This is an optimization exercise on Yosys and OpenROAD, whose aim is small area, not a production implementation. At most, simulation tests tie the RTL to the original design; equivalence was not proved. The RTL of run 2 was laid out without a check of its function. Power and IR drop assume default switching activity.

[run.sh]
#!/bin/bash
# synth_recipe.tcl (not shown) runs the flow's synth.tcl, then flattens the netlist and writes it again
# the make line also repeats each setting of config.mk as NAME=value (left out here)
make -C /OpenROAD-flow-scripts/flow DESIGN_CONFIG=/design/flow/config.mk WORK_HOME=/design/flow/orfs CLKGATE_MAP_FILE= SYNTH_SCRIPT=/design/flow/synth_recipe.tcl finish
[config.mk]
export PLATFORM = sky130hd
export DESIGN_NAME = basys3_uart_alu
export DESIGN_NICKNAME = basys3_uart_alu
export VERILOG_FILES = /design/flow/design.v
export SDC_FILE = /design/flow/constraint.sdc
export NUM_CORES = 4
export LEC_CHECK = 0
export CAP_MARGIN = 20
export CORE_MARGIN = 2
export CORE_UTILIZATION = 40
export SLEW_MARGIN = 20
[constraint.sdc]
create_clock -name core_clock -period 10.0 [get_ports {clk100mhz}]
set_input_delay 2.0000 -clock core_clock [delete_from_list [all_inputs] [get_ports {clk100mhz}]]
set_output_delay 2.0000 -clock core_clock [all_outputs]
set_load 0.01 [all_outputs]
[design.v]
`timescale 1ns/1ps
`default_nettype none
module myALU #(
    parameter integer DATA_WIDTH   = 8,   
    parameter integer OPCODE_WIDTH = 6    
)(
    input  wire                   clk,     
    input  wire                   reset,   
    input  wire                   e1,      
    input  wire                   e2,      
    input  wire                   e3,      
    input  wire [DATA_WIDTH-1:0]  data,    
    output reg  [DATA_WIDTH-1:0]  result,  
    output wire                   zero,    
    output reg                    carry,   
    output reg                    overflow,  
    output wire                   neg      
);
    reg [DATA_WIDTH-1:0] A, B;
    reg [OPCODE_WIDTH-1:0] Op;
    localparam [OPCODE_WIDTH-1:0] OP_ADD = 6'b100000;  
    localparam [OPCODE_WIDTH-1:0] OP_SUB = 6'b100010;  
    localparam [OPCODE_WIDTH-1:0] OP_AND = 6'b100100;  
    localparam [OPCODE_WIDTH-1:0] OP_OR  = 6'b100101;  
    localparam [OPCODE_WIDTH-1:0] OP_XOR = 6'b100110;  
    localparam [OPCODE_WIDTH-1:0] OP_NOR = 6'b100111;  
    localparam [OPCODE_WIDTH-1:0] OP_SRL = 6'b000010;  
    localparam [OPCODE_WIDTH-1:0] OP_SRA = 6'b000011;  
    localparam integer SHAMT_WIDTH = 3; 
    wire [2:0] shamt = B[SHAMT_WIDTH-1:0];  
    reg [8:0] add9, sub9;
    always @(posedge clk) begin
        if (reset) begin
            A  <= 8'h00;
            B  <= 8'h00;
            Op <= OP_ADD;  
        end 
        else begin
            if (e1) A  <= data;                     
            if (e2) B  <= data;                     
            if (e3) Op <= data[OPCODE_WIDTH-1:0];   
        end
    end
    always @* begin
        result   = {DATA_WIDTH{1'b0}};
        carry    = 1'b0;
        overflow = 1'b0;
        add9     = 9'd0;
        sub9     = 9'd0;
        case (Op)
            OP_ADD: begin
                add9   = {1'b0, A} + {1'b0, B};    
                result = add9[DATA_WIDTH-1:0];     
                carry  = add9[DATA_WIDTH];         
                overflow = (~A[DATA_WIDTH-1] & ~B[DATA_WIDTH-1] &  result[DATA_WIDTH-1]) |
                           ( A[DATA_WIDTH-1] &  B[DATA_WIDTH-1] & ~result[DATA_WIDTH-1]);  
            end
            OP_SUB: begin
                sub9   = {1'b0, A} + {1'b0, ~B} + 9'd1;  
                result = sub9[DATA_WIDTH-1:0];
                carry  = sub9[DATA_WIDTH];  
                overflow = (~A[DATA_WIDTH-1] &  B[DATA_WIDTH-1] &  result[DATA_WIDTH-1]) |
                           ( A[DATA_WIDTH-1] & ~B[DATA_WIDTH-1] & ~result[DATA_WIDTH-1]);
            end
            OP_AND: result = A & B;              
            OP_OR : result = A | B;              
            OP_XOR: result = A ^ B;              
            OP_NOR: result = ~(A | B);           
            OP_SRL: result = A >>  shamt;        
            OP_SRA: result = $signed(A) >>> shamt;  
            default: result = {DATA_WIDTH{1'b0}};  
        endcase
    end
    assign zero = (result == {DATA_WIDTH{1'b0}});  
    assign neg  = result[DATA_WIDTH-1];            
endmodule
`timescale 1ns/1ps
`default_nettype none
module uart_baudgen #(
  parameter integer CLK_FREQ_HZ = 50_000_000,
  parameter integer BAUD        = 115200
)(
  input  wire clk,
  input  wire rst,
  output reg  tick16     
);
  localparam integer DIV_CALC = (CLK_FREQ_HZ / (BAUD * 16));
  localparam integer DIV      = (DIV_CALC < 1) ? 1 : DIV_CALC;
  localparam integer CNT_W = (DIV <= 1) ? 1 : $clog2(DIV);
  reg [CNT_W-1:0] cnt;
  always @(posedge clk or posedge rst) begin
    if (rst) begin
      cnt    <= 0;
      tick16 <= 1'b0;
    end else begin
      if (cnt == DIV-1) begin
        cnt    <= 0;
        tick16 <= 1'b1;
      end else begin
        cnt    <= cnt + 1'b1;
        tick16 <= 1'b0;
      end
    end
  end
endmodule
`default_nettype wire
`timescale 1ns/1ps
`default_nettype none
module uart_tx #(
  parameter integer DATA_BITS = 8
)(
  input  wire clk,
  input  wire rst,
  input  wire tick16,          
  input  wire start,           
  input  wire [DATA_BITS-1:0] data,
  output reg  tx,              
  output reg  busy             
);
  reg [3:0] sub;        
  wire bit_tick = tick16 && (sub == 4'd15);
  localparam [1:0] S_IDLE=0, S_START=1, S_DATA=2, S_STOP=3;
  reg [1:0] state;
  reg [DATA_BITS-1:0] shreg;
  reg [$clog2(DATA_BITS):0] bitcnt;
  always @(posedge clk or posedge rst) begin
    if (rst) begin
      tx     <= 1'b1;    
      busy   <= 1'b0;
      state  <= S_IDLE;
      sub    <= 4'd0;
      shreg  <= {DATA_BITS{1'b0}};
      bitcnt <= 0;
    end else begin
      if (tick16) sub <= sub + 4'd1;
      case (state)
        S_IDLE: begin
          tx   <= 1'b1;
          busy <= 1'b0;
          sub  <= 4'd0;
          if (start) begin
            busy   <= 1'b1;
            shreg  <= data;
            bitcnt <= 0;
            state  <= S_START;
            tx     <= 1'b0;  
          end
        end
        S_START: begin
          if (bit_tick) begin
            state <= S_DATA;
            tx    <= shreg[0];         
          end
        end
        S_DATA: begin
          if (bit_tick) begin
            shreg <= {1'b0, shreg[DATA_BITS-1:1]};
            bitcnt <= bitcnt + 1'b1;
            if (bitcnt == DATA_BITS-1) begin
              state <= S_STOP;
              tx    <= 1'b1;           
            end else begin
              tx    <= shreg[1];       
            end
          end
        end
        S_STOP: begin
          if (bit_tick) begin
            state <= S_IDLE;           
            tx    <= 1'b1;
            busy  <= 1'b0;
          end
        end
      endcase
    end
  end
endmodule
`default_nettype wire
`timescale 1ns/1ps
`default_nettype none
module uart_rx #(
  parameter integer DATA_BITS = 8
)(
  input  wire clk,
  input  wire rst,
  input  wire tick16,          
  input  wire rx,              
  output reg  [DATA_BITS-1:0] data,
  output reg  data_valid,      
  output reg  framing_error    
);
  localparam [1:0] S_IDLE=0, S_START=1, S_DATA=2, S_STOP=3;
  reg [1:0] state;
  reg [3:0] sub;  
  reg [$clog2(DATA_BITS):0] bitcnt;
  reg [DATA_BITS-1:0] shreg;
  reg rx_q1, rx_q2;
  always @(posedge clk) begin
    rx_q1 <= rx;
    rx_q2 <= rx_q1;
  end
  always @(posedge clk or posedge rst) begin
    if (rst) begin
      state         <= S_IDLE;
      sub           <= 4'd0;
      bitcnt        <= 0;
      shreg         <= {DATA_BITS{1'b0}};
      data          <= {DATA_BITS{1'b0}};
      data_valid    <= 1'b0;
      framing_error <= 1'b0;
    end else begin
      data_valid    <= 1'b0;  
      if (tick16) begin
        case (state)
          S_IDLE: begin
            framing_error <= 1'b0;
            if (rx_q2 == 1'b0) begin       
              state <= S_START;
              sub   <= 4'd0;
            end
          end
          S_START: begin
            sub <= sub + 4'd1;
            if (sub == 4'd7) begin         
              if (rx_q2 == 1'b0) begin
                sub    <= 4'd0;
                bitcnt <= 0;
                state  <= S_DATA;          
              end else begin
                state <= S_IDLE;           
              end
            end
          end
          S_DATA: begin
            sub <= sub + 4'd1;
            if (sub == 4'd15) begin        
              sub         <= 4'd0;
              shreg       <= {rx_q2, shreg[DATA_BITS-1:1]};  
              bitcnt      <= bitcnt + 1'b1;
              if (bitcnt == DATA_BITS-1) begin
                state <= S_STOP;
              end
            end
          end
          S_STOP: begin
            sub <= sub + 4'd1;
            if (sub == 4'd15) begin        
              sub <= 4'd0;
              data <= shreg;
              data_valid <= 1'b1;
              framing_error <= (rx_q2 != 1'b1);
              state <= S_IDLE;
            end
          end
        endcase
      end
    end
  end
endmodule
`default_nettype wire
`timescale 1ns/1ps
`default_nettype none
module uart #(
  parameter integer CLK_FREQ_HZ = 50_000_000,
  parameter integer BAUD        = 115200
)(
  input  wire clk,
  input  wire rst,
  input  wire        tx_start,
  input  wire [7:0]  tx_data,
  output wire        tx_busy,
  output wire        txd,
  input  wire        rxd,
  output wire [7:0]  rx_data,
  output wire        rx_valid,
  output wire        rx_ferr
);
  wire tick16;
  uart_baudgen #(
    .CLK_FREQ_HZ(CLK_FREQ_HZ),
    .BAUD(BAUD)
  ) u_baud (
    .clk(clk), .rst(rst),
    .tick16(tick16)
  );
  uart_tx #(.DATA_BITS(8)) u_tx (
    .clk(clk), .rst(rst),
    .tick16(tick16),
    .start(tx_start),
    .data(tx_data),
    .tx(txd),
    .busy(tx_busy)
  );
  uart_rx #(.DATA_BITS(8)) u_rx (
    .clk(clk), .rst(rst),
    .tick16(tick16),
    .rx(rxd),
    .data(rx_data),
    .data_valid(rx_valid),
    .framing_error(rx_ferr)
  );
endmodule
`default_nettype wire
`timescale 1ns/1ps
`default_nettype none
module basys3_uart_alu (
  input  wire clk100mhz,
  input  wire btn_reset,    
  input  wire uart_rxd,
  output wire uart_txd
);
  reg [1:0] rst_sync;
  always @(posedge clk100mhz or posedge btn_reset) begin
    if (btn_reset) rst_sync <= 2'b11;
    else           rst_sync <= {rst_sync[0], 1'b0};
  end
  wire rst = rst_sync[1];
  localparam integer CLK_FREQ_HZ = 100_000_000;
  localparam integer BAUD        = 115200;
  reg        tx_start;
  reg  [7:0] tx_data;
  wire       tx_busy;
  wire       txd;
  wire [7:0] rx_data;
  wire       rx_valid;
  wire       rx_ferr;
  uart #(
    .CLK_FREQ_HZ(CLK_FREQ_HZ),
    .BAUD(BAUD)
  ) u_uart (
    .clk     (clk100mhz),
    .rst     (rst),
    .tx_start(tx_start),
    .tx_data (tx_data),
    .tx_busy (tx_busy),
    .txd     (txd),
    .rxd     (uart_rxd),
    .rx_data (rx_data),
    .rx_valid(rx_valid),
    .rx_ferr (rx_ferr)
  );
  assign uart_txd = txd;
  reg        e1, e2, e3;
  reg  [7:0] data_bus;
  wire [7:0] alu_result;
  wire       alu_zero, alu_neg, alu_carry, alu_overflow;
  myALU u_alu (
    .clk      (clk100mhz),
    .reset    (rst),
    .e1       (e1),
    .e2       (e2),
    .e3       (e3),
    .data     (data_bus),
    .result   (alu_result),
    .zero     (alu_zero),
    .carry    (alu_carry),
    .overflow (alu_overflow),
    .neg      (alu_neg)
  );
  wire [7:0] flags_byte = {4'b0000, alu_overflow, alu_carry, alu_neg, alu_zero};
  localparam [7:0] HDR_IN  = 8'hAA;
  localparam [7:0] HDR_OUT = 8'h55;
  reg [7:0] op_reg, a_reg, b_reg;
  localparam [4:0]
    S_IDLE         = 5'd0,
    S_GET_OP       = 5'd1,
    S_GET_A        = 5'd2,
    S_GET_B        = 5'd3,
    S_LOAD_A       = 5'd4,
    S_LOAD_B       = 5'd5,
    S_LOAD_O       = 5'd6,
    S_SH_LOAD      = 5'd7,
    S_SH_WAITBUSY  = 5'd8,
    S_SH_WAITIDLE  = 5'd9,
    S_SR_LOAD      = 5'd10,
    S_SR_WAITBUSY  = 5'd11,
    S_SR_WAITIDLE  = 5'd12,
    S_SF_LOAD      = 5'd13,
    S_SF_WAITBUSY  = 5'd14,
    S_SF_WAITIDLE  = 5'd15;
  reg [4:0] st;
  always @(posedge clk100mhz or posedge rst) begin
    if (rst) begin
      st       <= S_IDLE;
      op_reg   <= 8'h00;
      a_reg    <= 8'h00;
      b_reg    <= 8'h00;
      data_bus <= 8'h00;
      e1       <= 1'b0;
      e2       <= 1'b0;
      e3       <= 1'b0;
      tx_start <= 1'b0;
      tx_data  <= 8'h00;
    end else begin
      e1 <= 1'b0; e2 <= 1'b0; e3 <= 1'b0;
      tx_start <= 1'b0;
      case (st)
        S_IDLE: begin
          if (rx_valid && !rx_ferr && rx_data == HDR_IN) st <= S_GET_OP;
        end
        S_GET_OP: if (rx_valid && !rx_ferr) begin
          if (rx_data == HDR_IN) st <= S_GET_OP;   
          else begin op_reg <= rx_data; st <= S_GET_A; end
        end
        S_GET_A: if (rx_valid && !rx_ferr) begin
          if (rx_data == HDR_IN) st <= S_GET_OP;
          else begin a_reg <= rx_data; st <= S_GET_B; end
        end
        S_GET_B: if (rx_valid && !rx_ferr) begin
          if (rx_data == HDR_IN) st <= S_GET_OP;
          else begin b_reg <= rx_data; st <= S_LOAD_A; end
        end
        S_LOAD_A: begin data_bus <= a_reg; e1 <= 1'b1; st <= S_LOAD_B; end
        S_LOAD_B: begin data_bus <= b_reg; e2 <= 1'b1; st <= S_LOAD_O; end
        S_LOAD_O: begin data_bus <= op_reg; e3 <= 1'b1; st <= S_SH_LOAD; end
        S_SH_LOAD:     begin if (!tx_busy) begin tx_data <= HDR_OUT; tx_start <= 1'b1; st <= S_SH_WAITBUSY; end end
        S_SH_WAITBUSY: begin if ( tx_busy) begin                     st <= S_SH_WAITIDLE; end end
        S_SH_WAITIDLE: begin if (!tx_busy) begin                               st <= S_SR_LOAD;    end end
        S_SR_LOAD:     begin if (!tx_busy) begin tx_data <= alu_result; tx_start <= 1'b1; st <= S_SR_WAITBUSY; end end
        S_SR_WAITBUSY: begin if ( tx_busy) begin                                   st <= S_SR_WAITIDLE; end end
        S_SR_WAITIDLE: begin if (!tx_busy) begin                                   st <= S_SF_LOAD;     end end
        S_SF_LOAD:     begin if (!tx_busy) begin tx_data <= flags_byte; tx_start <= 1'b1; st <= S_SF_WAITBUSY; end end
        S_SF_WAITBUSY: begin if ( tx_busy) begin                                   st <= S_SF_WAITIDLE; end end
        S_SF_WAITIDLE: begin if (!tx_busy) begin                                   st <= S_IDLE;        end end
        default: st <= S_IDLE;
      endcase
    end
  end
endmodule
`default_nettype wire
==> results of run 1 <==
[worst max-delay path, stage by stage, from the launching register on]
cell and delay (ps):
dfxtp_1 930, inv_1 170, ha_1 380, o21ba_2 230, or4_1 430, nand4b_1 130, o21ai_2 70, xnor2_1 140
a221o_1 380, o41a_1 420, a211oi_2 190
[path summary, 6_finish.rpt]
kind                                     end  slack, ps               from  depth (start not counted)
max                               tx_data[0]       6430         u_alu.B[1]                         10
min                        u_uart.u_rx.rx_q2        330  u_uart.u_rx.rx_q1                          0
max reg2reg                       tx_data[0]       6430         u_alu.B[1]                         10
min reg2reg                u_uart.u_rx.rx_q2        330  u_uart.u_rx.rx_q1                          0
max in group asynchronous        rst_sync[0]       8060          btn_reset                          2
min in group asynchronous        data_bus[6]        370        rst_sync[1]                          1
[cell usage in the layout (no fill, tap or decap), types with 8 or more instances in the layout]
| cell type | netlist | routed |
|---|---|---|
| o22ai_1 | 16 | 16 |
| ha_1 | 36 | 36 |
| mux2i_1 | 40 | 40 |
| nand2_1 | 62 | 62 |
| nor3_1 | 13 | 13 |
| dfrtp_1 | 102 | 102 |
| o21ai_0 | 33 | 33 |
| a21oi_1 | 38 | 38 |
| nor2_1 | 69 | 69 |
| clkinv_2 | 0 | 8 |
| inv_1 | 36 | 35 |
| xnor2_1 | 17 | 17 |
| clkbuf_16 | 0 | 18 |
| xor2_1 | 10 | 10 |
| mux2_2 | 52 | 52 |
| dfxtp_1 | 24 | 24 |
| nand3_1 | 18 | 18 |
[final cells by class]
class | instances | area [µm²] | area share [%]
clock buffers | 24 | 473 | 5.99
repair buffers | 7 | 63.8 | 0.809
flip-flops and latches | 129 | 3110 | 39.4
well taps | 229 | 287 | 3.63
clock inverters | 8 | 40.0 | 0.507
inverters | 38 | 145 | 1.84
multi-input cells | 526 | 3770 | 47.8
[per-stage QoR]
step	setup slack [ps]	hold slack, ps
floorplan	6910	310
global placement	6560	310
detailed placement	6470	314
CTS	6430	328
global route	6230	347
finish	6430	326
[cells by family (layout without fill, tap and decap cells)]
family	count (synthesis)	count (layout)	synth area share, %
AOI/OAI and AO/OA	154	154	14.2
xor gates and xnor gates	27	27	3.27
adders and majority gates	38	38	6.78
buffers and inverters	79	77	5.10
DFF	129	129	43.0
muxes	93	93	13.8
other	1	1	0.0518
and+or+nand+nor	213	213	13.9
[layer usage]
layer	vias up	GRT usage (%)	part of all wire (%)
li1	2565	-	-
met1	2604	22.7	48
met2	88	26.4	47
met3	17	3.26	2.9
met4	0	5.53	1.4
met5	-	0	0
[power breakdown]
part	internal (mW)	total [mW]	switching, mW
Sequential	0.522	0.524	0.00168
Clock	0.327	0.536	0.209
Combinational	0.00130	0.00956	0.00826
Total	0.851	1.07	0.219
==> flow_summary.yaml, run 1 <==
critical_path:
  endpoint_kind: "flip-flop"
  cp.required_ps: 10320
  worstSetupStartpointType: "flip-flop"
  critical_path_class: "flip-flop to flip-flop"
  cp_max_fo: 23
  cp.arrival_ps: 3890
synthesis:
  ys_seq_area_share_pct: 43.0
  synth_enable_flop_cells: 0
  dominantRegCellSynth: "dfrtp_1"
  ys_ff_latch: 129
  yosys-top-cells-area: "dfrtp_1 35%, mux2_2 8.1%, dfxtp_1 6.6%"
  synth_commonest_cells: "102 x dfrtp_1, 69 x nor2_1, 62 x nand2_1"
  syn_area_per_cell_um2: 9.86
  async_flop_share_pct: 81.4
  netlist_instances: 734
  synth_cell_types: 74
  synth_area_um2: 7240
  yosysTopAreaCellShare_pct: 35.3
  syn_nets: 775
  synth_most_common_cell: "dfrtp_1"
  yosysWarningCount: 5
  synth_top_cell_by_area: "dfrtp_1"
placed_design:
  place_area_um2: 7370
  dpl.hpwl_mm: 10.7
  place.gp.congestion: 0.889
  dp_cells: 929
  portBuffers: 3
timing:
  finalCritPeriodShare_pct: 35.7
  period_needed_ps: 3570
  fmax_ghz: 0.280
  slew_violations: 0
  setup_viol_count_final: 0
  tns_ps: 0
  fin_worst_skew_ps: 12.5
  worst_pin_slew_ps: 1040
  max_slew_margin_pct: 30.4
  hold_violations: 0
  rsz0062_at_grt: "false"
global_route:
  grt_pass1_wl_mm: 26.3
  antenna_found_initial: 0
  grt_start_max_net_pins: 87
  track_usage_pct: 16.6
  grt_pass1_vias: 5221
  grt.overflow.total: 0
finish:
  fillers: 1626
  final_core_util_pct: 44.2
  num_antenna_cells: 0
  final_area_um2: 7890
  area_growth_pct: 9.01
  fin_nets: 760
  final-instance-count-excl-fill: 961
  drive_gt1_share_pct: 14.3
drt:
  via_per_inst: 5.49
  drtAntennaViolNets: 0
  routedWlPerCell_um: 15.7
  via_count: 5274
  drtPass1Iterations: 5
  routed_wl_mm: 15.1
  first_iter_violations: 437
  drc_errors: 0
floorplanning:
  die_w_um: 139
  pin_count: 4
  dieArea_um2: 19200
  dieHeight_um: 139
  rows: 49
  core_um2: 17800
  initial_utilization_pct: 40.6
clock_network:
  clockRootBuffer: "clkbuf_16"
  hold_buffers: 0
  h-tree-depth: 4
  cts_resized: 0
  tritoncts: "built"
  postCtsSetupBuffers: 0
  numCtsBuffers: 17
  clk_latency_ps: 410
  path_clk_slew_ps: 60
  clock-sinks: 129
  clockBufferDepth: 2
job:
  maxCapViolCount: 0
worst_hold_path:
  hold_path_class: "flip-flop to flip-flop"
run_status:
  outcome: "timing/DRC/antenna clean"
pwr:
  leakage_nw: 3.39
  vdd_drop_max_v: 0.000120
  total_power_mw: 1.07
  power_density_nw_per_um2: 136
==> run 2: changes to the inputs <==
==> design.v (replaced) <==
`timescale 1ns/1ps
`default_nettype none
module basys3_uart_alu (
  input  wire clk100mhz,
  input  wire btn_reset,    
  input  wire uart_rxd,
  output wire uart_txd
);
  wire clk = clk100mhz;
  wire rx  = uart_rxd;
  localparam [2:0] P_HDR = 3'd0, P_OP = 3'd1, P_A = 3'd2, P_B = 3'd3,
                   P_T0  = 3'd4, P_T1 = 3'd5, P_T2 = 3'd6;
  reg [2:0] ph;
  reg       busy;       
  reg [3:0] bc;         
  reg [9:0] t;          
  reg [7:0] A;          
  reg [5:0] op;
  reg       m;          
  reg       c;          
  reg       v;          
  wire tick  = &t;
  wire last  = (bc == 4'd9);
  wire data  = (bc != 4'd0) && !last;
  wire txph  = ph[2];
  always @(posedge clk) begin
    if (!busy)     t <= 10'd592;            
    else if (tick) t <= 10'd160;            
    else           t <= t + 10'd1;
  end
  always @(posedge clk or posedge btn_reset) begin
    if (btn_reset) begin
      ph   <= P_HDR;
      busy <= 1'b0;
      bc   <= 4'd0;
    end else begin
      if (!busy) begin
        if (!rx) busy <= 1'b1;
      end else if (tick) begin
        if (last) begin
          bc <= 4'd0;
          case (ph)
            P_T0: ph <= P_T1;
            P_T1: ph <= P_T2;
            P_T2: begin ph <= P_HDR; busy <= 1'b0; end
            default: begin
              busy <= 1'b0;
              if (rx) begin
                if (m)              ph <= P_OP;
                else if (ph == P_OP) ph <= P_A;
                else if (ph == P_A)  ph <= P_B;
                else if (ph == P_B) begin ph <= P_T0; busy <= 1'b1; end
              end
            end
          endcase
        end else begin
          bc <= bc + 4'd1;
        end
      end
    end
  end
  wire hi   = op[5] & ~op[4] & ~op[3];
  wire is_add = hi & ~op[2] & ~op[1] & ~op[0];
  wire is_sub = hi & ~op[2] &  op[1] & ~op[0];
  wire is_log = hi &  op[2];
  wire is_sh  = ~op[5] & ~op[4] & ~op[3] & ~op[2] & op[1];
  wire is_sra = is_sh & op[0];
  wire arith  = is_add | is_sub;
  wire a0 = A[0];
  wire bb = rx ^ is_sub;
  wire sum  = a0 ^ bb ^ c;
  wire cout = arith & ((a0 & bb) | (a0 & c) | (bb & c));
  reg  r;
  always @* begin
    r = 1'b0;
    if (arith) r = sum;
    else if (is_log) begin
      case (op[1:0])
        2'b00: r = a0 & rx;
        2'b01: r = a0 | rx;
        2'b10: r = a0 ^ rx;
        2'b11: r = ~(a0 | rx);
      endcase
    end
  end
  wire sh_win = (bc == 4'd1) ? tick :
                (bc == 4'd2) ? &t[9:1] :
                (bc == 4'd3) ? &t[9:2] : 1'b0;
  always @(posedge clk) begin
    if (!busy) begin
      m <= 1'b1;
      c <= is_sub;
    end
    if (busy && tick && data) begin
      m <= m & (rx ^ bc[0]);
      case (ph)
        P_OP: if (bc <= 4'd6) op <= {rx, op[5:1]};
        P_A:  A <= {rx, A[7:1]};
        P_B:  if (!is_sh) begin
                A <= {r, A[7:1]};
                c <= cout;
                if (bc == 4'd8) v <= c ^ cout;
              end
        P_T1: A <= {A[0], A[7:1]};
        default: ;
      endcase
    end
    if (busy && ph == P_B) begin
      if (is_sh && sh_win && rx) A <= {is_sra & A[7], A[7:1]};
      if (is_sh && tick && bc == 4'd8) v <= 1'b0;
    end
  end
  reg tbit;
  always @* begin
    case (ph)
      P_T0: tbit = bc[0];
      P_T1: tbit = A[0];
      default: case (bc)            
        4'd1: tbit = ~|A;
        4'd2: tbit = A[7];
        4'd3: tbit = c;
        4'd4: tbit = v;
        default: tbit = 1'b0;
      endcase
    endcase
  end
  assign uart_txd = !(busy && txph) ? 1'b1 :
                    (bc == 4'd0)    ? 1'b0 :
                    last            ? 1'b1 : tbit;
endmodule
`default_nettype wire
==> run 2 against run 1 <==
Net effect: critical endpoint is now uart_txd; power decreased by 69%; critical path type is now flip-flop to primary output; core utilization increased by 0.79 points; clock power decreased by 82%.
==> flow_summary.yaml, run 2 <==
timing:
  rsz0062_at_grt: "false"
  slew_violations: 0
  setup_viol_count_final: 0
  max_slew_margin_pct: 27.8
  holdWs_ps: 471
  period_needed_ps: 4280
  finalCritPeriodShare_pct: 42.8
  fmax_ghz: 0.234
  hold_violations: 0
  tns_ps: 0
  fin_worst_skew_ps: 6.29
  worst_pin_slew_ps: 1080
  worst_slack_ps: 5720
clock_network:
  cts_resized: 0
  hold_buffers: 0
  clock-sinks: 35
  h-tree-depth: 2
  clockBufferDepth: 2
  numCtsBuffers: 5
  postCtsSetupBuffers: 0
  clockRootBuffer: "clkbuf_8"
  tritoncts: "built"
  clk_latency_ps: 290
  path_clk_slew_ps: 70
pwr:
  total_power_uw: 329
  leakage_nw: 0.856
  vdd_drop_max_v: 0.0000719
  power_density_nw_per_um2: 153
finish:
  layout_commonest_cell: "nand2_1"
  largest_reg_flops: 10
  most-common-layout-cells: "23 x nand2_1, 20 x dfxtp_1, 12 x nor2_1, 12 x o21ai_0, 10 x nand3_1"
  reg_top3: "t: 10 flops, A: 8 flops, op: 6 flops"
  final-instance-count-excl-fill: 275
  num_antenna_cells: 0
  regMostFlops: "t"
  area_growth_pct: 7.63
  final_area_um2: 2150
  drive_gt1_share_pct: 13.5
  fin_nets: 214
  final_core_util_pct: 45.0
placed_design:
  place_ws_ps: 5920
  dpl.hpwl_mm: 2.74
  portBuffers: 3
  dp_cells: 267
  place_area_um2: 2070
  place.gp.congestion: 0.835
synthesis:
  syn_nets: 212
  syn_area_per_cell_um2: 9.77
  synth_top_cell_by_area: "dfxtp_1"
  synth_enable_flop_cells: 7
  synth_most_common_cell: "nand2_1"
  yosysWarningCount: 1
  synth_commonest_cells: "23 x nand2_1, 20 x dfxtp_1, 12 x nor2_1, 12 x o21ai_0, 10 x nand3_1"
  synth_cell_types: 56
  yosysTopAreaCellShare_pct: 20.0
  synth_area_um2: 2000
  async_flop_share_pct: 22.9
  ys_ff_latch: 35
  netlist_instances: 205
  ys_seq_area_share_pct: 40.5
  yosys-top-cells-area: "dfxtp_1 20%, edfxtp_1 11%, dfrtp_1 10%"
  dominantRegCellSynth: "dfxtp_1"
job:
  maxCapViolCount: 0
drt:
  drtAntennaViolNets: 0
  via_count: 1487
  first_iter_violations: 142
  drtPass1Iterations: 4
  routed_wl_mm: 3.82
  routedWlPerCell_um: 13.9
  via_per_inst: 5.41
  drc_errors: 0
global_route:
  grt_pass1_wl_mm: 6.79
  track_usage_pct: 16.2
  grt_start_max_net_pins: 18
  antenna_found_initial: 0
  grt.overflow.total: 0
  grt_pass1_vias: 1386
critical_path:
  cp.required_ps: 8000
  critical_path_class: "flip-flop to primary output"
  worstSetupStartpointType: "flip-flop"
  cp_max_fo: 10
  endpoint_kind: "primary output"
  cp.arrival_ps: 2280
worst_hold_path:
  hold_path_class: "flip-flop to flip-flop"
floorplanning:
  dieArea_um2: 5590
  rows: 25
  core_um2: 4790
  die_w_um: 74.7
  initial_utilization_pct: 41.8
  pin_count: 4
  dieHeight_um: 74.7
run_status:
  outcome: "timing/DRC/antenna clean"
[run 2: logic make-up (layout without fill, tap and decap cells)]
family / after synthesis / count (layout) / share of synthesized area, %
simple gates: 84 / 84 / 25.8
fa+ha+maj: 4 / 4 / 2.88
mux: 11 / 11 / 7.37
xor+xnor: 13 / 13 / 5.69
flops: 35 / 35 / 40.5
compound gates: 43 / 43 / 14.3
buf+inv: 15 / 18 / 3.44
[run 2: worst max-delay path, stage by stage (launching register included)]
cell and delay, ps:
dfrtp_1 510, nor2b_1 340, nand2_1 180, o21ai_0 190, a221oi_1 100, o31ai_1 90, clkdlybuf4s50_1 580
[run 2: final cells by class]
class	count	area, µm²
fillers	467	2630
inverters	7	26.3
repair buffers	3	30.0
clock inverters	1	5.00
well taps	67	83.8
flip-flops and latches	35	811
multi-input cells	155	1120
clock buffers	7	76.3
[run 2: report_power, final]
| part | switching (mW) | leakage [nW] | internal [mW] | total (mW) |
|---|---|---|---|---|
| Sequential | 0.0211 | 0.328 | 0.164 | 0.185 |
| Combinational | 0.0206 | 0.486 | 0.0255 | 0.0461 |
| Clock | 0.0494 | 0.0422 | 0.0489 | 0.0983 |
[run 2: layer usage]
layer,part of all wire (%),up-vias,track usage (%)
met3,3.9,7,4.82
met1,51,700,22.9
li1,-,747,-
met4,1.8,0,7.54
met2,44,33,22.8
met5,0,-,0
[run 2: worst paths after layout]
check / from / to / slack (ps) / depth (start not counted)
min reg2reg: op[3] / op[2] / 470 / 0
min in group asynchronous: btn_reset / bc[1] / 1960 / 2
max reg2reg: t[1] / op[0] / 7370 / 4
min: op[3] / op[2] / 470 / 0
max in group asynchronous: btn_reset / ph[1] / 7800 / 2
max: ph[2] / uart_txd / 5720 / 6

[re-timing with driven ports]
How much do the figures lean on ideal ports? The routed layouts below were timed once more, with nothing changed but the port constraints. Step 1, drivers: a clkbuf_16 drives clk100mhz and a buf_2 each remaining input, both assumed. Step 2, shift: input delay + t, output delay - t, t = (earliest + latest rising clock arrival at the registers) / 2. This alone moves slack from input paths to output paths. a / b / c = ideal / step 1 / step 2; a / b = the first two.
| run | t, ns | setup slack, ns | hold WS [ns] |
|---|---|---|---|
| run 1 | 0.449 | 6.429 / 6.429 / 6.429 | 0.326 / 0.326 / 0.326 |
| run 2 | 0.309 | 5.722 / 5.696 / 5.901 | 0.471 / 0.471 / 0.471 |
After both steps setup and hold are still met in every run listed.
